From an optimization exercise on the open Yosys and OpenROAD flow, aimed at small area; shortcuts taken in it are not production practice.
The RTL was checked by simulation tests, not by an equivalence proof against the original design.

==> job 9357: inputs <==
## FNDCounter
module FNDCounter(clk, rstn, clksel, ld, ld_val, seg, an);
    input clk;
    input rstn;
    input clksel;
    input ld;            
    input [31:0] ld_val;
    output [6:0] seg;    
    output [7:0] an;     
    reg [31:0] fndcnt;   
    reg [2:0]  fndsel;   
    wire fndovf1, fndovf2, refreshovf;
    Counter24 #(.W(20), .TAP(17), .JBIT(19), .TVAL(20'h71d94), .IVAL(20'h31d94)) fctr1(clk, rstn, fndovf1);
    Counter24 #(.W(19), .TAP(7),  .JBIT(3),  .TVAL(19'h28284), .IVAL(19'h28280)) fctr2(clk, rstn, fndovf2);
    Counter24 #(.W(17), .TAP(14), .JBIT(0),  .TVAL(17'h15c38), .IVAL(17'h05c38)) rctr(clk, rstn, refreshovf);
    BCDDecoder dec(.n(fndcnt), .an(an), .seg(seg));
    wire fndovf = clksel ? fndovf2 : fndovf1;
    assign an = ~(8'b1 << fndsel);
    always @(posedge clk or negedge rstn) begin
        if (!rstn)
            fndcnt <= 0;
        else if (ld)
            fndcnt <= ld_val;
        else if (fndovf)
            fndcnt <= fndcnt + 1;
    end
    always @(posedge clk or negedge rstn) begin
        if (!rstn)
            fndsel <= 0;
        else if (refreshovf)
            fndsel <= fndsel + 1;
    end
endmodule
==> module FNDCounter, before the edit <==
module FNDCounter(clk, rstn, clksel, ld, ld_val, seg, an);
    input clk;
    input rstn;
    input clksel;
    input ld;            
    input [31:0] ld_val;
    output [6:0] seg;    
    output [7:0] an;     
    reg [31:0] fndcnt;   
    reg [2:0]  fndsel;   
    wire fndovf1, fndovf2, refreshovf;
    Counter24 #(.W(20), .TAP(17), .JBIT(19), .TVAL(20'h71d94), .IVAL(20'h31d94)) fctr1(clk, rstn, fndovf1);
    Counter24 #(.W(19), .TAP(7),  .JBIT(3),  .TVAL(19'h28284), .IVAL(19'h28280)) fctr2(clk, rstn, fndovf2);
    Counter24 #(.W(17), .TAP(14), .JBIT(0),  .TVAL(17'h15c38), .IVAL(17'h05c38)) rctr(clk, rstn, refreshovf);
    BCDDecoder dec(.n(fndcnt), .an(an), .seg(seg));
    wire fndovf = clksel ? fndovf2 : fndovf1;
    assign an = ~(8'b1 << fndsel);
    always @(posedge clk or negedge rstn) begin
        if (!rstn)
            fndcnt <= 0;
        else if (ld)
            fndcnt <= ld_val;
        else if (fndovf)
            fndcnt <= fndcnt + 1;
    end
    always @(posedge clk or negedge rstn) begin
        if (!rstn)
            fndsel <= 0;
        else if (refreshovf)
            fndsel <= fndsel + 1;
    end
endmodule
export LEC_CHECK = 0
export ABC_AREA = 1
export CAP_MARGIN = 20
export CORE_MARGIN = 2
export CORE_UTILIZATION = 40
export CTS_BUF_LIST = sky130_fd_sc_hd__clkbuf_8
export SLEW_MARGIN = 20
create_clock -name core_clock -period 150.0 [get_ports {clk}]
standard.sh (not shown) runs the stock make flow with config.mk's settings and CLKGATE_MAP_FILE= SYNTH_SCRIPT=/design/flow/synth_recipe.tcl, a recipe that flattens the netlist after the stock synthesis.
==> flow/flow/run.sh <==
#!/bin/bash
# Layout flow: the standard flow, except that
#  - synthesis maps the logic with an area-only ABC script (flow/abc_area.script)
#    in place of ORFS's abc_area.script, which sizes cells up for speed;
#  - ports are buffered with sky130_fd_sc_hd__buf_1.
# Synthesis itself is ORFS's (synth_recipe.tcl), so registers keep their names and cells.
set -euo pipefail
W=$(pwd)
rm -rf "$W/scripts_custom"
cp -r "$FLOW_HOME/scripts" "$W/scripts_custom"
cp "$W/flow/abc_area.script" "$W/scripts_custom/abc_area.script"
bash standard.sh synth "SCRIPTS_DIR=$W/scripts_custom" > "$W/synth.log" 2>&1
bash standard.sh finish "BUFFER_PORTS_ARGS=-buffer_cell sky130_fd_sc_hd__buf_1" > "$W/finish.log" 2>&1
==> flow/flow/abc_area.script <==
strash
dc2
&get -n
&deepsyn -T 30
&put
dc2
dch -f
amap
topo
==> job 807 (differences from job 9357) <==
--- a/flow/design.v
+++ b/flow/design.v
@@ -471,45 +471,33 @@
     wire c30_5;
     assign {c30_5, m30_5} = fa(m29_5, c29_4);
     wire [2:0] m30_6;
     wire c30_6;
     assign {c30_6, m30_6} = fa(m29_6, c29_5);
     wire [2:0] m30_7;
     wire c30_7;
     assign {c30_7, m30_7} = fa(m29_7, c29_6);
-    wire [2:0] m31_0;
-    wire c31_0;
-    assign {c31_0, m31_0} = fb(m30_0, n[1]);
-    wire [2:0] m31_1;
-    wire c31_1;
-    assign {c31_1, m31_1} = fb(m30_1, c30_0);
-    wire [2:0] m31_2;
-    wire c31_2;
-    assign {c31_2, m31_2} = fb(m30_2, c30_1);
-    wire [2:0] m31_3;
-    wire c31_3;
-    assign {c31_3, m31_3} = fb(m30_3, c30_2);
-    wire [2:0] m31_4;
-    wire c31_4;
-    assign {c31_4, m31_4} = fb(m30_4, c30_3);
-    wire [2:0] m31_5;
-    wire c31_5;
-    assign {c31_5, m31_5} = fb(m30_5, c30_4);
-    wire [2:0] m31_6;
-    wire c31_6;
-    assign {c31_6, m31_6} = fb(m30_6, c30_5);
-    wire [2:0] m31_7;
-    wire c31_7;
-    assign {c31_7, m31_7} = fb(m30_7, c30_6);
-    wire [3:0] dsel;   
-    assign dsel[0] = (~an[0] & m31_0[0]) | (~an[1] & m31_1[0]) | (~an[2] & m31_2[0]) | (~an[3] & m31_3[0]) | (~an[4] & m31_4[0]) | (~an[5] & m31_5[0]) | (~an[6] & m31_6[0]) | (~an[7] & m31_7[0]);
-    assign dsel[1] = (~an[0] & m31_0[1]) | (~an[1] & m31_1[1]) | (~an[2] & m31_2[1]) | (~an[3] & m31_3[1]) | (~an[4] & m31_4[1]) | (~an[5] & m31_5[1]) | (~an[6] & m31_6[1]) | (~an[7] & m31_7[1]);
-    assign dsel[2] = (~an[0] & m31_0[2]) | (~an[1] & m31_1[2]) | (~an[2] & m31_2[2]) | (~an[3] & m31_3[2]) | (~an[4] & m31_4[2]) | (~an[5] & m31_5[2]) | (~an[6] & m31_6[2]) | (~an[7] & m31_7[2]);
-    assign dsel[3] = (~an[0] & n[0]) | (~an[1] & c31_0) | (~an[2] & c31_1) | (~an[3] & c31_2) | (~an[4] & c31_3) | (~an[5] & c31_4) | (~an[6] & c31_5) | (~an[7] & c31_6);
+    wire [2:0] ms;    
+    wire ls;          
+    wire lf;          
+    wire [3:0] t0 = fb(m30_0, n[1]);   
+    wire [3:0] t1 = fb(m30_1, c30_0);   
+    wire [3:0] t2 = fb(m30_2, c30_1);   
+    wire [3:0] t3 = fb(m30_3, c30_2);   
+    wire [3:0] t4 = fb(m30_4, c30_3);   
+    wire [3:0] t5 = fb(m30_5, c30_4);   
+    wire [3:0] t6 = fb(m30_6, c30_5);   
+    assign ms[0] = (~an[0] & m30_0[0]) | (~an[1] & m30_1[0]) | (~an[2] & m30_2[0]) | (~an[3] & m30_3[0]) | (~an[4] & m30_4[0]) | (~an[5] & m30_5[0]) | (~an[6] & m30_6[0]) | (~an[7] & m30_7[0]);
+    assign ms[1] = (~an[0] & m30_0[1]) | (~an[1] & m30_1[1]) | (~an[2] & m30_2[1]) | (~an[3] & m30_3[1]) | (~an[4] & m30_4[1]) | (~an[5] & m30_5[1]) | (~an[6] & m30_6[1]) | (~an[7] & m30_7[1]);
+    assign ms[2] = (~an[0] & m30_0[2]) | (~an[1] & m30_1[2]) | (~an[2] & m30_2[2]) | (~an[3] & m30_3[2]) | (~an[4] & m30_4[2]) | (~an[5] & m30_5[2]) | (~an[6] & m30_6[2]) | (~an[7] & m30_7[2]);
+    assign ls = (~an[0] & n[1]) | (~an[1] & c30_0) | (~an[2] & c30_1) | (~an[3] & c30_2) | (~an[4] & c30_3) | (~an[5] & c30_4) | (~an[6] & c30_5) | (~an[7] & c30_6);
+    assign lf = (~an[0] & n[0]) | (~an[1] & t0[3]) | (~an[2] & t1[3]) | (~an[3] & t2[3]) | (~an[4] & t3[3]) | (~an[5] & t4[3]) | (~an[6] & t5[3]) | (~an[7] & t6[3]);
+    wire [3:0] sa = fb(ms, ls);
+    wire [3:0] dsel = {lf, sa[2:0]};   
     reg [6:0] segr;
     assign seg = segr;
     always @(*) begin
         case (dsel)
             4'd0: segr = 7'b0110010;
             4'd1: segr = 7'b0010010;
             4'd2: segr = 7'b0001000;
             4'd3: segr = 7'b0000001;
@@ -562,23 +550,29 @@
     reg [2:0]  fndsel;   
     wire fndovf1, fndovf2, refreshovf;
     Counter24 #(.W(20), .TAP(17), .JBIT(19), .TVAL(20'h71d94), .IVAL(20'h31d94)) fctr1(clk, rstn, fndovf1);
     Counter24 #(.W(19), .TAP(7),  .JBIT(3),  .TVAL(19'h28284), .IVAL(19'h28280)) fctr2(clk, rstn, fndovf2);
     Counter24 #(.W(17), .TAP(14), .JBIT(0),  .TVAL(17'h15c38), .IVAL(17'h05c38)) rctr(clk, rstn, refreshovf);
     BCDDecoder dec(.n(fndcnt), .an(an), .seg(seg));
     wire fndovf = clksel ? fndovf2 : fndovf1;
     assign an = ~(8'b1 << fndsel);
+    wire [32:0] carry;
+    assign carry[0] = fndovf & ~ld;
+    genvar i;
+    generate
+        for (i = 0; i < 32; i = i + 1) begin : inc
+            assign carry[i+1] = carry[i] & fndcnt[i];
+        end
+    endgenerate
     always @(posedge clk or negedge rstn) begin
         if (!rstn)
             fndcnt <= 0;
-        else if (ld)
-            fndcnt <= ld_val;
-        else if (fndovf)
-            fndcnt <= fndcnt + 1;
+        else
+            fndcnt <= (ld ? ld_val : fndcnt) ^ carry[31:0];
     end
     always @(posedge clk or negedge rstn) begin
         if (!rstn)
             fndsel <= 0;
         else if (refreshovf)
             fndsel <= fndsel + 1;
     end
 endmodule
==> flow/flow/run.sh (replaced) <==
#!/bin/bash
# Layout flow: the standard flow, except that
#  - synthesis maps the logic with an area-only ABC script (flow/abc_area.script)
#    in place of ORFS's abc_area.script, which sizes cells up for speed, and
#    without mapping adders to sky130 half/full adder cells (ADDER_MAP_FILE empty),
#    so that ABC optimizes that logic with the rest;
#  - ports are buffered with sky130_fd_sc_hd__buf_1;
#  - clock tree synthesis uses clkbuf_8 and adds no dummy loads.
# Synthesis itself is ORFS's (synth_recipe.tcl), so registers keep their names and cells.
set -euo pipefail
W=$(pwd)
rm -rf "$W/scripts_custom"
cp -r "$FLOW_HOME/scripts" "$W/scripts_custom"
cp "$W/flow/abc_area.script" "$W/scripts_custom/abc_area.script"
bash standard.sh synth "SCRIPTS_DIR=$W/scripts_custom" "ADDER_MAP_FILE=" > "$W/synth.log" 2>&1
bash standard.sh finish "BUFFER_PORTS_ARGS=-buffer_cell sky130_fd_sc_hd__buf_1" "CTS_ARGS=-sink_clustering_enable -repair_clock_nets -buf_list sky130_fd_sc_hd__clkbuf_8 -dont_use_dummy_load" > "$W/finish.log" 2>&1
==> job 4704 (differences from job 9357) <==
--- a/flow/design.v
+++ b/flow/design.v
@@ -562,23 +562,29 @@
     reg [2:0]  fndsel;   
     wire fndovf1, fndovf2, refreshovf;
     Counter24 #(.W(20), .TAP(17), .JBIT(19), .TVAL(20'h71d94), .IVAL(20'h31d94)) fctr1(clk, rstn, fndovf1);
     Counter24 #(.W(19), .TAP(7),  .JBIT(3),  .TVAL(19'h28284), .IVAL(19'h28280)) fctr2(clk, rstn, fndovf2);
     Counter24 #(.W(17), .TAP(14), .JBIT(0),  .TVAL(17'h15c38), .IVAL(17'h05c38)) rctr(clk, rstn, refreshovf);
     BCDDecoder dec(.n(fndcnt), .an(an), .seg(seg));
     wire fndovf = clksel ? fndovf2 : fndovf1;
     assign an = ~(8'b1 << fndsel);
+    wire [32:0] carry;
+    assign carry[0] = fndovf;
+    genvar i;
+    generate
+        for (i = 0; i < 32; i = i + 1) begin : inc
+            assign carry[i+1] = carry[i] & fndcnt[i];
+        end
+    endgenerate
     always @(posedge clk or negedge rstn) begin
         if (!rstn)
             fndcnt <= 0;
-        else if (ld)
-            fndcnt <= ld_val;
-        else if (fndovf)
-            fndcnt <= fndcnt + 1;
+        else
+            fndcnt <= ld ? ld_val : (fndcnt ^ carry[31:0]);
     end
     always @(posedge clk or negedge rstn) begin
         if (!rstn)
             fndsel <= 0;
         else if (refreshovf)
             fndsel <= fndsel + 1;
     end
 endmodule
==> flow/flow/run.sh (replaced) <==
#!/bin/bash
# Layout flow: the standard flow, except that
#  - synthesis maps the logic with an area-only ABC script (flow/abc_area.script)
#    in place of ORFS's abc_area.script, which sizes cells up for speed, and
#    without mapping adders to sky130 half/full adder cells (ADDER_MAP_FILE empty),
#    so that ABC optimizes that logic with the rest;
#  - ports are buffered with sky130_fd_sc_hd__buf_1.
# Synthesis itself is ORFS's (synth_recipe.tcl), so registers keep their names and cells.
set -euo pipefail
W=$(pwd)
rm -rf "$W/scripts_custom"
cp -r "$FLOW_HOME/scripts" "$W/scripts_custom"
cp "$W/flow/abc_area.script" "$W/scripts_custom/abc_area.script"
bash standard.sh synth "SCRIPTS_DIR=$W/scripts_custom" "ADDER_MAP_FILE=" > "$W/synth.log" 2>&1
bash standard.sh finish "BUFFER_PORTS_ARGS=-buffer_cell sky130_fd_sc_hd__buf_1" > "$W/finish.log" 2>&1
==> summary of the runs <==
Job 9357 produced a clean layout. Job 807 finished clean. Job 4704 finished clean. Via count: job 807 is smaller than job 9357 (9.9%). Fmax, lowest first: job 807, job 4704, job 9357. In job 807 the first-iteration DRC count is smaller than in job 9357, by about 2%. The lowest final cell count belongs to job 807, the highest to job 9357. In utilization, job 4704 and job 807 hardly differ. Flip-flop and latch count is the same in job 4704 and job 9357.
==> figures <==
quantity	job 4704	job 9357	job 807
Area of combinational cells with multiple inputs	5810 µm²	6510 µm²	5570 µm²
Setup slack, reg-to-reg	143.69 ns	146.02 ns	143.85 ns
First-iteration detailed-routing DRC count	334	412	404
Worst setup slack before clock tree synthesis	106.60 ns	106.68 ns	106.50 ns
Share of layout cells above drive strength 1	0.0293	0.0281	0.0258
Total Routed Length	17,400 µm	20,800 µm	17,900 µm
Overall die width	148 µm	156 µm	146 µm
Status	complete, no violations	complete, no violations	complete, no violations
Part of the Yosys area used for sequential elements	0.279	0.250	0.287
Met3 Wirelength	432 µm	452 µm	469 µm
Relative slew margins	0.458	0.433	0.378

separate check: timing with driven ports:
Ports are ideal in the flow. The routed layouts listed here were re-timed in OpenROAD. Step 1 assumes that a clkbuf_16 drives the clock port and a buf_2 every other input. Step 2 times the ports against the registers' clock, not the clock port: input delays grow and output delays shrink by t, the midpoint of the rising clock arrivals with the driver on. a / b / c = ideal / step 1 / step 2; a / b = the first two.
| run | t, ns | setup WS [ns] | slew at the worst register clock pin (ns) |
|---|---|---|---|
| job 9357 | 0.420 | 106.155 / 106.115 / 106.536 | 0.11 / 0.11 |
| job 807 | 0.384 | 105.930 / 105.891 / 106.276 | 0.11 / 0.11 |
| job 4704 | 0.416 | 106.095 / 106.053 / 106.469 | 0.12 / 0.12 |
After both steps setup and hold are still met in every run listed.
